Background: an optimization exercise with open tools, aiming at small area and a short achievable clock period. Do not read the settings as production practice. In this exercise RTL edits were held to simulation tests only and were not proved equivalent to the original.

==> flow/design.v (outline; a module is shown in full before it is edited, if it fits) <==
// module fpu: 99 lines
// module fpu_add: 28 lines
// module fpu_mul: 1136 lines
module fpu #(
    parameter DATA_WIDTH = 32,
    parameter INST_WIDTH = 1
)(
    input                   i_clk,
    input                   i_rst_n,
    input  [DATA_WIDTH-1:0] i_data_a,
    input  [DATA_WIDTH-1:0] i_data_b,
    input  [INST_WIDTH-1:0] i_inst,
    input                   i_valid,
    output [DATA_WIDTH-1:0] o_data,
    output                  o_valid
);
  // ...
==> flow/flow/run.sh <==
#!/bin/bash
# Standard synthesis, then an inverter clean-up around the full adders
# (flow/netopt.py), then the rest of the standard layout with plain
# buffers on the ports and setup repair aimed beyond the clock period.
set -euo pipefail
R=orfs/results/${FLOW_PLATFORM}/fpu/base
LIB=${FLOW_HOME}/platforms/${FLOW_PLATFORM}/lib/sky130_fd_sc_hd__tt_025C_1v80.lib
bash standard.sh synth > synth.log 2>&1
cp $R/1_2_yosys.v 1_2_yosys_std.v
python3 flow/netopt.py "$LIB" 1_2_yosys_std.v $R/1_2_yosys.v > netopt.log 2>&1
rm -f $R/1_synth.odb $R/1_synth.sdc
export BUFFER_PORTS_ARGS="-buffer_cell sky130_fd_sc_hd__buf_2"
export SETUP_SLACK_MARGIN=${MARGIN:-46}
bash standard.sh finish > layout.log 2>&1
==> flow/flow/netopt.py <==
#!/usr/bin/env python3
"""Remove inverters around full adders in a flat gate-level netlist.

A full adder is self-dual: fa(~a,~b,~c) = ~fa(a,b,c) for both outputs, so a
full-adder cell may be 'flipped' (fed its inputs' complements, it gives its
outputs' complements).  A gate with a complementary cell in the library
(nand2 / and2, xor2 / xnor2, a21oi / a21o, ...) may be swapped for it, which
complements its output.  The script collapses the inverters on internal
nets, chooses flips and swaps that minimise the cell area (one inverter per
net that still needs the complement), and writes the netlist back.
Usage: netopt.py LIBERTY IN.v OUT.v
"""
import re, sys, random
from collections import defaultdict

lib = open(sys.argv[1]).read()
AREA = {c: float(a) for c, a in re.findall(
    r'cell\s*\(\s*"?(sky130_fd_sc_hd__\w+)"?\s*\)\s*\{.*?\n\s*area\s*:\s*([\d.]+)', lib, re.S)}
P = 'sky130_fd_sc_hd__'
PAIRS = [('nand2', 'and2'), ('nor2', 'or2'), ('nand3', 'and3'), ('nor3', 'or3'),
         ('nand4', 'and4'), ('nor4', 'or4'), ('xor2', 'xnor2'), ('xor3', 'xnor3'),
         ('a21oi', 'a21o'), ('o21ai', 'o21a'), ('a22oi', 'a22o'), ('o22ai', 'o22a'),
         ('a211oi', 'a211o'), ('o211ai', 'o211a'), ('a31oi', 'a31o'), ('o31ai', 'o31a'),
         ('a221oi', 'a221o'), ('o221ai', 'o221a'), ('a32oi', 'a32o'), ('o32ai', 'o32a'),
         ('a311oi', 'a311o'), ('o311ai', 'o311a'), ('a2111oi', 'a2111o'), ('o2111ai', 'o2111a'),
         ('a41oi', 'a41o'), ('o41ai', 'o41a'), ('a21boi', 'a21bo'), ('o21bai', 'o21ba'),
         ('nand2b', 'and2b'), ('nor2b', 'or2b'), ('nand3b', 'and3b'), ('nor3b', 'or3b'),
         ('nand4b', 'and4b'), ('nor4b', 'or4b'), ('a2bb2oi', 'a2bb2o'), ('o2bb2ai', 'o2bb2a'),
         ('mux2i', 'mux2')]
COMP = {}
for x, y in PAIRS:
    for s in (0, 1, 2, 4):
        a, b = f'{P}{x}_{s}', f'{P}{y}_{s}'
        if a in AREA and b in AREA:
            COMP[a] = b; COMP[b] = a
# where the same size is missing, use size 1
for x, y in PAIRS:
    for s in (0, 1, 2, 4):
        a = f'{P}{x}_{s}'
        if a in AREA and a not in COMP and f'{P}{y}_1' in AREA: COMP[a] = f'{P}{y}_1'
        b = f'{P}{y}_{s}'
        if b in AREA and b not in COMP and f'{P}{x}_1' in AREA: COMP[b] = f'{P}{x}_1'
# output pin names differ: inverting cells use Y, the others X
def outpin(t):
    return 'Y' if re.search(r'(nand|nor|oi|ai|xnor|mux2i|inv)\w*_\d+$', t.replace(P, '')) and not t.replace(P,'').startswith('xnor') or t.replace(P,'').startswith('xnor') and False else 'X'
def outpin_of(t):
    n = t.replace(P, '').rsplit('_', 1)[0]
    if n.startswith('xnor') or n.startswith('xor'):
        return 'Y' if n.startswith('xnor') else 'X'
    if n in ('mux2i',) or n.startswith('nand') or n.startswith('nor') or n.endswith('oi') or n.endswith('ai') or n.startswith('inv') or n.startswith('clkinv'):
        return 'Y'
    return 'X'
INVA = AREA[P + 'inv_1']

src = re.sub(r"\(\*.*?\*\)", "", open(sys.argv[2]).read(), flags=re.S)
m = re.search(r'\bmodule\s+(\w+)\s*\((.*?)\);(.*)\bendmodule', src, re.S)
head_end = m.start(3)
stmts = [s.strip() for s in m.group(3).split(';')]
cell_re = re.compile(r'^(sky130_fd_sc_hd__\w+)\s+(\S+)\s*\((.*)\)$', re.S)
pin_re = re.compile(r'\.(\w+)\s*\(\s*(.*?)\s*\)\s*(?:,|$)', re.S)
OUTPINS = {'X', 'Y', 'SUM', 'COUT', 'Q', 'Q_N', 'HI', 'LO'}

decls, cells, others = [], [], []
for s in stmts:
    if not s: continue
    cm = cell_re.match(s)
    if cm:
        cells.append([cm.group(1), cm.group(2), [(p, n.strip()) for p, n in pin_re.findall(cm.group(3))]])
    elif re.match(r'^(wire|input|output|inout|reg)\b', s):
        decls.append(s)
    else:
        others.append(s)

portnames = set()
for s in decls:
    if re.match(r'^(input|output|inout)\b', s):
        portnames.add(s.split()[-1])
fixed = set()
for s in others:
    for tok in re.findall(r"\\\S+|[A-Za-z_][\w$]*(?:\s*\[\d+\])?", s):
        fixed.add(tok.replace(' ', ''))
def is_fixed(n):
    return n in fixed or n.split('[')[0].strip() in portnames or "'" in n

def isinv(t): return re.match(P + r'(inv|clkinv)_\d+$', t) is not None
def isfa(t): return re.match(P + r'fa_\d+$', t) is not None
def isxor(t): return re.match(P + r'x(n)?or[23]_\d+$', t) is not None and t in COMP

inv_of, inv_cells = {}, set()
for i, (t, n, pins) in enumerate(cells):
    if isinv(t):
        d = dict(pins); a, y = d.get('A'), d.get('Y')
        if a and y and not is_fixed(y) and "'" not in a:
            inv_of[y] = a; inv_cells.add(i)
def root(net):
    pol = 0
    while net in inv_of:
        net = inv_of[net]; pol ^= 1
    return net, pol

driver = {}
for i, (t, n, pins) in enumerate(cells):
    if i in inv_cells: continue
    for p, net in pins:
        if p in OUTPINS: driver[net] = i
loads = defaultdict(list)
for i, (t, n, pins) in enumerate(cells):
    if i in inv_cells: continue
    for k, (p, net) in enumerate(pins):
        if p not in OUTPINS and net:
            b, pol = root(net)
            loads[b].append((i, k, pol))

# kind of each movable cell: 1 = full adder (inputs and output flip), 2 = gate swap (output flips)
kind = {}
for i, (t, n, pins) in enumerate(cells):
    if i in inv_cells: continue
    outs = [net for p, net in pins if p in OUTPINS]
    if any(is_fixed(o) for o in outs): continue
    if isfa(t): kind[i] = 1
    elif t in COMP and len(outs) == 1: kind[i] = 2
flip = defaultdict(int)

def ipar(l):  # input parity of load cell l
    return flip[l] if kind.get(l) == 1 else 0
def dpar(b):
    d = driver.get(b)
    return flip[d] if d is not None and d in kind else 0
xorcells = set(i for i, c in enumerate(cells) if i not in inv_cells and isxor(c[0]))
def net_needs_inv(b):
    fd = dpar(b)
    for (l, k, pol) in loads[b]:
        if l in xorcells: continue
        if pol ^ fd ^ ipar(l): return True
    return False
def cell_area(i):
    t = cells[i][0]
    if kind.get(i) == 2 and flip[i]: t = COMP[t]
    return AREA[t]
def touched(i):
    s = set()
    for p, net in cells[i][2]:
        if p in OUTPINS: s.add(net)
        elif kind[i] == 1 and net: s.add(root(net)[0])
    return s
def local_cost(i, nets):
    return cell_area(i) + INVA * sum(1 for b in nets if net_needs_inv(b))
def total():
    return sum(cell_area(i) for i in kind) + INVA * sum(1 for b in loads if net_needs_inv(b))

movable = list(kind)
tnets = {i: touched(i) for i in movable}
c_start = total()
rng = random.Random(int(__import__("os").environ.get("NETOPT_SEED", "1")))
best = c_start; best_flip = dict(flip)
cur = c_start
T = float(__import__("os").environ.get("NETOPT_T", "2.0"))
for sweep in range(int(__import__("os").environ.get("NETOPT_SWEEPS", "60"))):
    rng.shuffle(movable)
    for i in movable:
        nets = tnets[i]
        c0 = local_cost(i, nets)
        flip[i] ^= 1
        c1 = local_cost(i, nets)
        dc = c1 - c0
        if dc < -1e-9 or (T > 0.05 and rng.random() < pow(2.718, -dc / T) and dc > 1e-9) or (abs(dc) < 1e-9 and rng.random() < 0.3):
            cur += dc
            if cur < best - 1e-9:
                best = cur; best_flip = dict(flip)
        else:
            flip[i] ^= 1
    T *= 0.85
flip = defaultdict(int, best_flip)
# final greedy polish
for _ in range(5):
    for i in movable:
        nets = tnets[i]; c0 = local_cost(i, nets); flip[i] ^= 1
        if local_cost(i, nets) >= c0 - 1e-9: flip[i] ^= 1
c_end = total()
sys.stderr.write(f"netopt: {len(inv_cells)} inverters collapsed; area of movable cells + inverters {c_start:.1f} -> {c_end:.1f} "
                 f"({sum(1 for i in movable if kind[i]==1 and flip[i])} adders flipped, {sum(1 for i in movable if kind[i]==2 and flip[i])} gates swapped)\n")

inv_type = {}
for i in inv_cells:
    t, n, pins = cells[i]
    b, _ = root(dict(pins)['A'])
    if b not in inv_type or AREA[t] > AREA[inv_type[b]]: inv_type[b] = t
new_cells, new_wires = [], []
xpar = defaultdict(int)
ninv = 0
for b, lst in loads.items():
    fd = dpar(b)
    nn = None
    for (l, k, pol) in lst:
        x = pol ^ fd ^ ipar(l)
        p, _ = cells[l][2][k]
        if l in xorcells:
            xpar[l] ^= x
            cells[l][2][k] = (p, b)
            continue
        if x:
            if nn is None:
                ninv += 1
                nn = f'_ninv{ninv}_'
                new_wires.append(nn)
                new_cells.append((inv_type.get(b, P + 'inv_1'), f'_ninvc{ninv}_', [('A', b), ('Y', nn)]))
            cells[l][2][k] = (p, nn)
        else:
            cells[l][2][k] = (p, b)
for i in xorcells:
    if xpar[i] ^ (flip[i] if kind.get(i) == 2 else 0):
        t = cells[i][0]; nt = COMP[t]
        op_old, op_new = outpin_of(t), outpin_of(nt)
        cells[i][0] = nt
        cells[i][2] = [((op_new if p == op_old else p), net) for p, net in cells[i][2]]
for i in movable:
    if i in xorcells: continue
    if kind[i] == 2 and flip[i]:
        t = cells[i][0]; nt = COMP[t]
        op_old, op_new = outpin_of(t), outpin_of(nt)
        cells[i][0] = nt
        cells[i][2] = [((op_new if p == op_old else p), net) for p, net in cells[i][2]]

def esc(n):
    return n + ' ' if n.startswith('\\') else n
out = [src[:head_end]]
out += ['  ' + s + ' ;' for s in decls]
out += [f'  wire {w};' for w in new_wires]
for i, (t, n, pins) in enumerate(cells):
    if i in inv_cells: continue
    out.append(f'  {t} {n} (' + ', '.join(f'.{p}({esc(net)})' for p, net in pins) + ');')
for t, n, pins in new_cells:
    out.append(f'  {t} {n} (' + ', '.join(f'.{p}({esc(net)})' for p, net in pins) + ');')
out += ['  ' + s + ' ;' for s in others]
out.append('endmodule\n')
open(sys.argv[3], 'w').write('\n'.join(out))
sys.stderr.write(f"netopt: {ninv} inverters written\n")
==> flow/standard.sh <==
#!/bin/bash
# synth_recipe.tcl (not shown) runs the flow's synth.tcl, then flattens the netlist and writes it again
# the make line also repeats each setting of config.mk as NAME=value (left out here)
make -C /OpenROAD-flow-scripts/flow DESIGN_CONFIG=/design/flow/config.mk WORK_HOME=/design/flow/orfs CLKGATE_MAP_FILE= SYNTH_SCRIPT=/design/flow/synth_recipe.tcl "${@:-finish}"
==> flow/config.mk <==
export PLATFORM = sky130hd
export DESIGN_NAME = fpu
export DESIGN_NICKNAME = fpu
export VERILOG_FILES = /design/flow/design.v
export SDC_FILE = /design/flow/constraint.sdc
export NUM_CORES = 4
export LEC_CHECK = 0
export ABC_AREA = 1
export CAP_MARGIN = 20
export CORE_MARGIN = 2
export CORE_UTILIZATION = 45
export PLACE_DENSITY = 0.6
export SLEW_MARGIN = 20
export SYNTH_HIERARCHICAL = 1
==> flow/constraint.sdc <==
create_clock -name core_clock -period 70.0 [get_ports {i_clk}]
set_input_delay 14.0000 -clock core_clock [delete_from_list [all_inputs] [get_ports {i_clk}]]
set_output_delay 14.0000 -clock core_clock [all_outputs]
set_load 0.01 [all_outputs]
==> metrics.yaml, run 1 <==
final_layout:
  multi_input_cells: 2740
  antenna_cells: 1
  multiInputGateArea_um2: 20530
  multi_input_area_share_pct: 83.26
  fin_area_um2: 24660
  largest_registers: "o_data_r x32, o_valid_r x1"
  seq_area_share_pct: 3.348
  final_util_pct: 47.98
critical_path:
  r2r_cells: 1
  endpoint: "o_data_r[0]$_DFFE_PN0P_"
  cp_max_fo: 28
  cp-end-kind: "flop"
grt:
  met3_usage_pct: 3.831
  grt_overflow: 0
  grt_max_degree: 68
run_status:
  status: "timing/DRC/antenna clean"
placed_design:
  dpl_cell_area_um2: 24370
synthesis:
  avgSynthCellArea_um2: 7.096
  synth_area_um2: 23440
timing:
  final_max_slew_viol_count: 0
die:
  start_util_pct: 45.61
hold_path:
  hold_depth: 2
  min_path_type: "flop to flop"
route:
  drt_iter0_markers: 2212
==> inputs of run 2 (changes only) <==
--- a/flow/flow/run.sh
+++ b/flow/flow/run.sh
@@ -12,3 +12,3 @@
 export BUFFER_PORTS_ARGS="-buffer_cell sky130_fd_sc_hd__buf_2"
-export SETUP_SLACK_MARGIN=${MARGIN:-46}
+export SETUP_SLACK_MARGIN=${MARGIN:-48}
 bash standard.sh finish > layout.log 2>&1
==> metrics.yaml, run 2 <==
placed_design:
  dp_hpwl_mm: 68.38  # unchanged
  portBuffers: 100  # unchanged
  dpl_cell_area_um2: 24370  # unchanged
  place_ws_ns: 45.82  # unchanged
  gp_congestion: 1.001  # unchanged
final_layout:
  layout_commonest_cell: "nand2_1"  # unchanged
  final_cell_mix: "nand2_1, inv_1, nand3_1, fa_1, o22ai_1"  # unchanged
  fin_area_um2: 27150  # was 24660 µm²
  drive_above_1_share_pct: 16.23  # was 8.797%
  synthToLayoutAreaGrowth_pct: 15.81  # was 5.204%
  regMostFlops: "o_data_r"  # unchanged
  antenna_cells: 0  # was 1
  largest_reg_flops: 32  # unchanged
  nets: 3917  # was 3797
  largest_registers: "o_data_r x32, o_valid_r x1"  # unchanged
grt:
  track_usage_pct: 34.37  # was 33.38%
  grt_pass1_vias: 24420  # was 24010
  grt_max_degree: 39  # was 68
  grt_overflow: 0  # unchanged
  antenna_found_initial: 0  # was 1
  grt_pass1_wl_mm: 142.8  # was 139.3 mm
timing:
  max_freq_mhz: 46.06  # was 42.68 MHz
  maxSlewHeadroom_pct: 17.54  # was 27.82%
  fin_crit_sh_pct: 31.02  # was 33.47%
  setup_viol: 0  # unchanged
  finClkSkew_ns: 0  # unchanged
  min_period_ns: 21.71  # was 23.43 ns
  tns_ns: 0  # unchanged
  finalHoldViolCount: 0  # unchanged
  final.setup.worst_slack_ns: 48.29  # was 46.57 ns
  final_max_slew_viol_count: 0  # unchanged
  whs_ns: 0.4733  # was 0.4734 ns
  rsz0062_at_grt: "yes"  # unchanged
  worst_pin_slew_ns: 1.206  # was 1.055 ns
route:
  dr.pass1.iters: 6  # was 5
  avgViaCountPerCell: 6.180  # was 6.067
  drt_iter0_markers: 2548  # was 2212
  ant_nets: 0  # unchanged
  routed-via-count: 25180  # was 24000
  detail_route.wl_per_cell_um: 23.70  # was 22.64 µm
  drc: 0  # unchanged
  routed_wl_mm: 96.54  # was 89.55 mm
clock_tree:
  cts_buffers: 5  # unchanged
  htreeDepth: 2  # unchanged
  cts_tree: "built"  # unchanged
  clk_pin_slew_ns: 0.06  # about the same
  cts_hold_buf: 0  # unchanged
  clk_path_buf_depth: 2  # unchanged
  clockRootBuffer: "clkbuf_16"  # unchanged
  clock_latency_ns: 0.30  # about the same
  clkSinkCount: 33  # unchanged
die:
  chipWidth_um: 232.3  # unchanged
  rows: 83  # unchanged
  ios: 101  # unchanged
  die-area_um2: 53940  # unchanged
  core_um2: 51410  # unchanged
  die_y_um: 232.3  # unchanged
  start_util_pct: 45.61  # unchanged
critical_path:
  start_kind: "input pin"  # unchanged
  arrival_ns: 21.91  # was 23.67 ns
  cp-end-kind: "flop"  # unchanged
  max_stage_delay_ns: 0.58  # was 0.65 ns
  crit_top_cell: "nand2_2"  # was nand2_1
  r2r_cells: 1  # unchanged
  crit_required_ns: 70.19  # was 70.24 ns
  cp_max_fo: 8  # was 28
  worst-setup-path-type: "input pin to flop"  # unchanged
  slowest_stage: "fa_1"  # was ha_1
hold_path:
  hold_depth: 2  # unchanged
  min_path_type: "flop to flop"  # unchanged
synthesis:
  synthCells: 3304  # unchanged
  avgSynthCellArea_um2: 7.096  # unchanged
  synth_warnings: 8  # unchanged
  synth_area_um2: 23440  # unchanged
job:
  cap_violations: 0  # unchanged
run_status:
  status: "timing/DRC/antenna clean"  # unchanged
## run 2: stage by stage
step / std cells / utilization, %
floorplan: 3305 / -
global placement: 3942 / 47.41
detailed placement: 3942 / 47.41
CTS: 3979 / 49.38
global route: 4074 / 52.81
finish: 4074 / 52.81
## run 2: timing repair
| item | 4_1_cts | 5_1_grt |
|---|---|---|
| cloned | 11 | 22 |
| setup buffers | 18 | 73 |
| setup endpoints to repair | 31 | 30 |
| gates resized for setup | 112 | 214 |
| pin swaps | 17 | 55 |
## run 2: final timing paths
kind / from / to / slack (ns)
hold / removal: o_data_r[28]$_DFFE_PN0P_ / o_data_r[28]$_DFFE_PN0P_ / 0.47
max in group asynchronous: i_rst_n / o_data_r[0]$_DFFE_PN0P_ / 55.71
min in group asynchronous: i_rst_n / o_data_r[27]$_DFFE_PN0P_ / 13.78
setup / recovery: i_data_b[15] / o_data_r[18]$_DFFE_PN0P_ / 48.29
setup reg to reg: o_data_r[26]$_DFFE_PN0P_ / o_data_r[26]$_DFFE_PN0P_ / 69.30
hold reg to reg: o_data_r[28]$_DFFE_PN0P_ / o_data_r[28]$_DFFE_PN0P_ / 0.47
## run 2: layer usage
metal	part of all wire (%)	global-route usage, %	up-vias
li1	-	-	11240
met1	39	44.69	12120
met2	45	56.00	1456
met3	8.9	4.113	363
met4	6.7	17.79	0
met5	0	0	-
## run 2: worst max-delay path, delay by kind of cell
family	cells	cell delay, ns
AO/OA/AOI/OAI	5	0.64
adder cells (fa/ha/maj)	8	3.30
AND/OR/NAND/NOR	20	2.01
buffers and inverters	11	1.27
XOR/XNOR	3	0.65
## run 2: area by class of cell
cell class / instances / area, µm²
fill: 5010 / 24260
multi-input combinational: 2747 / 21440
timing repair buffer: 276 / 2505
inverter: 327 / 1310
tap: 680 / 850.8
sequential: 33 / 825.8
clock buffer: 5 / 125.1
clock inverter: 3 / 68.82
timing repair inverter: 3 / 20.02
==> inputs of run 3 (changes only) <==
--- a/flow/flow/run.sh
+++ b/flow/flow/run.sh
@@ -12,3 +12,3 @@
 export BUFFER_PORTS_ARGS="-buffer_cell sky130_fd_sc_hd__buf_2"
-export SETUP_SLACK_MARGIN=${MARGIN:-48}
+export SETUP_SLACK_MARGIN=${MARGIN:-47}
 bash standard.sh finish > layout.log 2>&1
--- a/flow/config.mk
+++ b/flow/config.mk
@@ -11,2 +11,3 @@
 export CORE_UTILIZATION = 45
+export GPL_TIMING_DRIVEN = 1
 export PLACE_DENSITY = 0.6
==> metrics.yaml, run 3 <==
run_status:
  status: "timing/DRC/antenna clean"  # unchanged
timing:
  rsz0062_at_grt: "no"  # was yes
  finalHoldViolCount: 0  # unchanged
  min_period_ns: 22.51  # was 21.71 ns
  worst_pin_slew_ns: 1.051  # was 1.206 ns
  max_freq_mhz: 44.43  # was 46.06 MHz
  finClkSkew_ns: 0  # unchanged
  final_max_slew_viol_count: 0  # unchanged
  tns_ns: 0  # unchanged
  fin_crit_sh_pct: 32.15  # was 31.02%
  whs_ns: 0.4733  # about the same
  setup_viol: 0  # unchanged
  maxSlewHeadroom_pct: 28.14  # was 17.54%
grt:
  grt_overflow: 0  # unchanged
  antenna_found_initial: 1  # was 0
  grt_pass1_vias: 24050  # was 24420
  grt_max_degree: 68  # was 39
  grt_pass1_wl_mm: 139.5  # was 142.8 mm
  track_usage_pct: 33.44  # was 34.37%
route:
  drt_iter0_markers: 2197  # was 2548
  dr.pass1.iters: 6  # unchanged
  avgViaCountPerCell: 6.103  # was 6.180
  routed_wl_mm: 91.14  # was 96.54 mm
  dr_wl_met2_mm: 42.10  # was 43.84 mm
  detail_route.wl_per_cell_um: 22.98  # was 23.70 µm
  highest_layer: "met5"  # was met4
  wl_met3_mm: 6.788  # was 8.606 mm
  wl_met1_mm: 36.98  # was 37.59 mm
  ant_nets: 0  # unchanged
  routed-via-count: 24200  # was 25180
  drc: 0  # unchanged
synthesis:
  synth_area_um2: 23440  # unchanged
  synth_warnings: 8  # unchanged
  avgSynthCellArea_um2: 7.096  # unchanged
  synthCells: 3304  # unchanged
final_layout:
  largest_reg_flops: 32  # unchanged
  synthToLayoutAreaGrowth_pct: 6.922  # was 15.81%
  regMostFlops: "o_data_r"  # unchanged
  largest_registers: "o_data_r x32, o_valid_r x1"  # unchanged
  layout_commonest_cell: "nand2_1"  # unchanged
  drive_above_1_share_pct: 9.860  # was 16.23%
  nets: 3809  # was 3917
  final_cell_mix: "nand2_1, inv_1, nand3_1, fa_1, o22ai_1"  # unchanged
  antenna_cells: 0  # unchanged
critical_path:
  start_kind: "input pin"  # unchanged
  crit_top_cell: "nand2_1"  # was nand2_2
  max_stage_delay_ns: 0.55  # was 0.58 ns
  cp-end-kind: "flop"  # unchanged
  worst-setup-path-type: "input pin to flop"  # unchanged
  slowest_stage: "xor2_1"  # was fa_1
  cp_max_fo: 17  # was 8
  crit_required_ns: 70.19  # about the same
  arrival_ns: 22.70  # was 21.91 ns
hold_path:
  min_path_type: "flop to flop"  # unchanged
clock_tree:
  clkSinkCount: 33  # unchanged
  cts_tree: "built"  # unchanged
  htreeDepth: 2  # unchanged
  clk_path_buf_depth: 2  # unchanged
  cts_buffers: 5  # unchanged
  clk_pin_slew_ns: 0.06  # about the same
  clockRootBuffer: "clkbuf_16"  # unchanged
  clock_latency_ns: 0.30  # about the same
placed_design:
  gp_congestion: 1.001  # unchanged
  portBuffers: 100  # unchanged
  dp_hpwl_mm: 68.38  # unchanged
die:
  die-area_um2: 53940  # unchanged
  core_um2: 51410  # unchanged
  ios: 101  # unchanged
  rows: 83  # unchanged
  start_util_pct: 45.61  # unchanged
  die_y_um: 232.3  # unchanged
  chipWidth_um: 232.3  # unchanged
job:
  cap_violations: 0  # unchanged
## run 3: cell type report
| class | instances | area (µm²) |
|---|---|---|
| Fill cell | 5178 | 26340 |
| Multi-Input combinational cell | 2744 | 20720 |
| Inverter | 327 | 1260 |
| Timing Repair Buffer | 173 | 1207 |
| Tap cell | 680 | 850.8 |
| Sequential cell | 33 | 825.8 |
| Clock buffer | 5 | 125.1 |
| Clock inverter | 3 | 68.82 |
| Timing Repair inverter | 1 | 5.005 |
## run 3: through the flow
step | setup slack (ns) | std cells | instance area (µm²) | util, %
2_1_floorplan | 48.06 | 3305 | 23450 | -
3_3_place_gp | 45.88 | 3942 | 24370 | 47.41
3_5_place_dp | 45.82 | 3942 | 24370 | 47.41
4_1_cts | 47.01 | 3951 | 24620 | 47.89
5_1_grt | 46.98 | 3966 | 25070 | 48.76
6_report | 47.49 | 3966 | 25070 | 48.76
## run 3: repair_timing
item | 4_1_cts | 5_1_grt
pin swaps | 0 | 4
setup endpoints to repair | 29 | 31
setup buffers | 1 | 7
cloned | 0 | 8
hold buffers | 0 | 0
resized for setup | 13 | 71
## run 3: final timing paths
path	from	end	slack, ns	cells after the start
setup / recovery	i_data_a[29]	o_data_r[22]$_DFFE_PN0P_	47.49	62
hold / removal	o_data_r[28]$_DFFE_PN0P_	o_data_r[28]$_DFFE_PN0P_	0.47	2
setup reg to reg	o_data_r[26]$_DFFE_PN0P_	o_data_r[26]$_DFFE_PN0P_	69.30	1
hold reg to reg	o_data_r[28]$_DFFE_PN0P_	o_data_r[28]$_DFFE_PN0P_	0.47	2
max in group asynchronous	i_rst_n	o_data_r[0]$_DFFE_PN0P_	55.72	1
min in group asynchronous	i_rst_n	o_data_r[27]$_DFFE_PN0P_	13.78	1
## run 3: metal layers
layer | global-route usage [%] | vias to the layer above
met1 | 43.28 | 11790
met2 | 55.03 | 1152
li1 | - | 11000
met4 | 16.71 | 2
met3 | 3.954 | 254
met5 | 0 | -
## run 3: critical path, delay by kind of cell
| kind | cells | cell delay [ns] |
|---|---|---|
| xor gates and xnor gates | 3 | 0.83 |
| buffers and inverters | 9 | 1.01 |
| adders and majority gates | 3 | 1.00 |
| and+or+nand+nor | 42 | 4.90 |
| AOI/OAI and AO/OA | 5 | 0.93 |
==> inputs of run 4 (changes only) <==
--- a/flow/config.mk
+++ b/flow/config.mk
@@ -11,3 +11,2 @@
 export CORE_UTILIZATION = 45
-export GPL_TIMING_DRIVEN = 1
 export PLACE_DENSITY = 0.6
==> metrics.yaml, run 4 <==
run_status:
  status: "timing/DRC/antenna clean"  # unchanged
critical_path:
  crit_required_ns: 70.19  # about the same
  r2r_cells: 1  # unchanged
  cp-end-kind: "flop"  # unchanged
  max_stage_delay_ns: 0.55  # about the same
  crit_top_cell: "nand2_1"  # unchanged
  start_kind: "input pin"  # unchanged
  arrival_ns: 22.70  # about the same
  rrSetupSlack_ns: 69.30  # about the same
  r2r-end: "o_data_r[26]$_DFFE_PN0P_"  # unchanged
  setup.worst_path.start: "i_data_a[29]"  # unchanged
  worstReg2RegStart: "o_data_r[26]$_DFFE_PN0P_"  # unchanged
  endpoint: "o_data_r[22]$_DFFE_PN0P_"  # unchanged
  worst-setup-path-type: "input pin to flop"  # unchanged
  cp_max_fo: 17  # unchanged
  slowest_stage: "xor2_1"  # unchanged
grt:
  antenna_found_initial: 1  # unchanged
  track_usage_pct: 33.44  # unchanged
  grt_pass1_vias: 24050  # unchanged
  grt_pass1_wl_mm: 139.5  # unchanged
  grt_max_degree: 68  # unchanged
  grt_overflow: 0  # unchanged
die:
  die_y_um: 232.3  # unchanged
  ios: 101  # unchanged
  rows: 83  # unchanged
  core_um2: 51410  # unchanged
  chipWidth_um: 232.3  # unchanged
  start_util_pct: 45.61  # unchanged
  die-area_um2: 53940  # unchanged
placed_design:
  portBuffers: 100  # unchanged
  gp_congestion: 1.001  # unchanged
  dp_hpwl_mm: 68.38  # unchanged
clock_tree:
  clock_latency_ns: 0.30  # about the same
  cts_tree: "built"  # unchanged
  clkSinkCount: 33  # unchanged
  clk_pin_slew_ns: 0.06  # about the same
  cts_buffers: 5  # unchanged
  clockRootBuffer: "clkbuf_16"  # unchanged
  htreeDepth: 2  # unchanged
  cts_hold_buf: 0  # unchanged
  clk_path_buf_depth: 2  # unchanged
final_layout:
  n_fill_cell: 5178  # unchanged
  drive_above_1_share_pct: 9.860  # unchanged
  largest_reg_flops: 32  # unchanged
  regMostFlops: "o_data_r"  # unchanged
  antenna_cells: 0  # unchanged
  final_cell_mix: "nand2_1, inv_1, nand3_1, fa_1, o22ai_1"  # unchanged
  largest_registers: "o_data_r x32, o_valid_r x1"  # unchanged
  synthToLayoutAreaGrowth_pct: 6.922  # unchanged
  layout_commonest_cell: "nand2_1"  # unchanged
  nets: 3809  # unchanged
route:
  avgViaCountPerCell: 6.103  # unchanged
  detail_route.wl_per_cell_um: 22.98  # unchanged
  drc: 0  # unchanged
  routed_wl_mm: 91.14  # unchanged
  drt_iter0_markers: 2197  # unchanged
  routed-via-count: 24200  # unchanged
  ant_nets: 0  # unchanged
  dr.pass1.iters: 6  # unchanged
timing:
  setup_viol: 0  # unchanged
  rsz0062_at_grt: "no"  # unchanged
  final_max_slew_viol_count: 0  # unchanged
  maxSlewHeadroom_pct: 28.14  # unchanged
  tns_ns: 0  # unchanged
  worst_pin_slew_ns: 1.051  # unchanged
  fin_crit_sh_pct: 32.15  # unchanged
  finClkSkew_ns: 0  # unchanged
  min_period_ns: 22.51  # unchanged
  max_freq_mhz: 44.43  # unchanged
  finalHoldViolCount: 0  # unchanged
synthesis:
  synthCells: 3304  # unchanged
  synth_warnings: 8  # unchanged
  avgSynthCellArea_um2: 7.096  # unchanged
  synth_area_um2: 23440  # unchanged
hold_path:
  min_path_type: "flop to flop"  # unchanged
job:
  cap_violations: 0  # unchanged
[run 4: worst max-delay path: cells and delay by family]
| kind | cells | cell delay (ns) |
|---|---|---|
| xor gates and xnor gates | 3 | 0.83 |
| AOI/OAI and AO/OA | 5 | 0.93 |
| buffers and inverters | 9 | 1.01 |
| adders and majority gates | 3 | 1.00 |
| and+or+nand+nor | 42 | 4.90 |
[run 4: routing by layer]
metal  global-route usage, %  routed length [µm]  up-vias
li1                        -                   -    11000
met1                   43.28               36980    11790
met2                   55.03               42100     1152
met3                   3.954                6788      254
met4                   16.71                5266        2
met5                       0                  10        -
[run 4: area by class of cell]
class | instances | area (µm²) | share of cell area [%]
Sequential cell | 33 | 825.8 | 3.294
Timing Repair inverter | 1 | 5.005 | 0.01997
Inverter | 327 | 1260 | 5.026
Timing Repair Buffer | 173 | 1207 | 4.817
Clock buffer | 5 | 125.1 | 0.4992
Multi-Input combinational cell | 2744 | 20720 | 82.67
Clock inverter | 3 | 68.82 | 0.2745
Tap cell | 680 | 850.8 | 3.394
[run 4: worst min-delay path by stage]
stage,cells after the start,to,startpoint,slack [ns]
after floorplan,2,o_data_r[1]$_DFFE_PN0P_,o_data_r[1]$_DFFE_PN0P_,0.51
after global placement,2,o_data_r[17]$_DFFE_PN0P_,o_data_r[17]$_DFFE_PN0P_,0.46
after detailed placement,2,o_data_r[18]$_DFFE_PN0P_,o_data_r[18]$_DFFE_PN0P_,0.47
after CTS,2,o_data_r[28]$_DFFE_PN0P_,o_data_r[28]$_DFFE_PN0P_,0.48
after global routing,2,o_data_r[18]$_DFFE_PN0P_,o_data_r[18]$_DFFE_PN0P_,0.51
final,2,o_data_r[28]$_DFFE_PN0P_,o_data_r[28]$_DFFE_PN0P_,0.47
[run 4: timing repair]
action                                  4_1_cts  5_1_grt
endpoints found under the setup margin       29       31
setup buffers                                 1        7
gates resized for setup                      13       71
pin swaps                                     0        4
cloned                                        0        8
[run 4: per-stage QoR]
stage | std cells | setup slack (ns) | hold slack (ns) | util [%] | cell area, µm²
2_1_floorplan | 3305 | 48.06 | 0.5086 | - | 23450
6_report | 3966 | 47.49 | 0.4733 | 48.76 | 25070
3_3_place_gp | 3942 | 45.88 | 0.4627 | 47.41 | 24370
3_5_place_dp | 3942 | 45.82 | 0.4671 | 47.41 | 24370
4_1_cts | 3951 | 47.01 | 0.4811 | 47.89 | 24620
5_1_grt | 3966 | 46.98 | 0.5061 | 48.76 | 25070

-- port drivers added, routing unchanged --
No port has a modelled driver above. Below, the same layouts with a new extraction and two added sets of constraints. Step 1, drivers: a clkbuf_16 drives i_clk and a buf_2 each remaining input, both assumed. Step 2, shift: input delay + t, output delay - t, t = (earliest + latest rising clock arrival at the registers) / 2. This alone moves slack from input paths to output paths. a / b / c = ideal / step 1 / step 2; a / b = the first two.
| run | shift t [ns] | setup slack, ns | pins driven straight from the clock port |
|---|---|---|---|
| run 1 | 0.341 | 46.570 / 46.594 / 46.253 | 1 |
| run 2 | 0.342 | 48.289 / 48.225 / 47.884 | 1 |
| run 3 | 0.341 | 47.494 / 47.475 / 47.134 | 1 |
| run 4 | 0.341 | 47.494 / 47.475 / 47.134 | 1 |
After both steps every run listed still meets setup and hold. For run 2, which loses most, drivers alone change the setup slack by -0.064 ns; drivers and shift together by -0.405 ns.
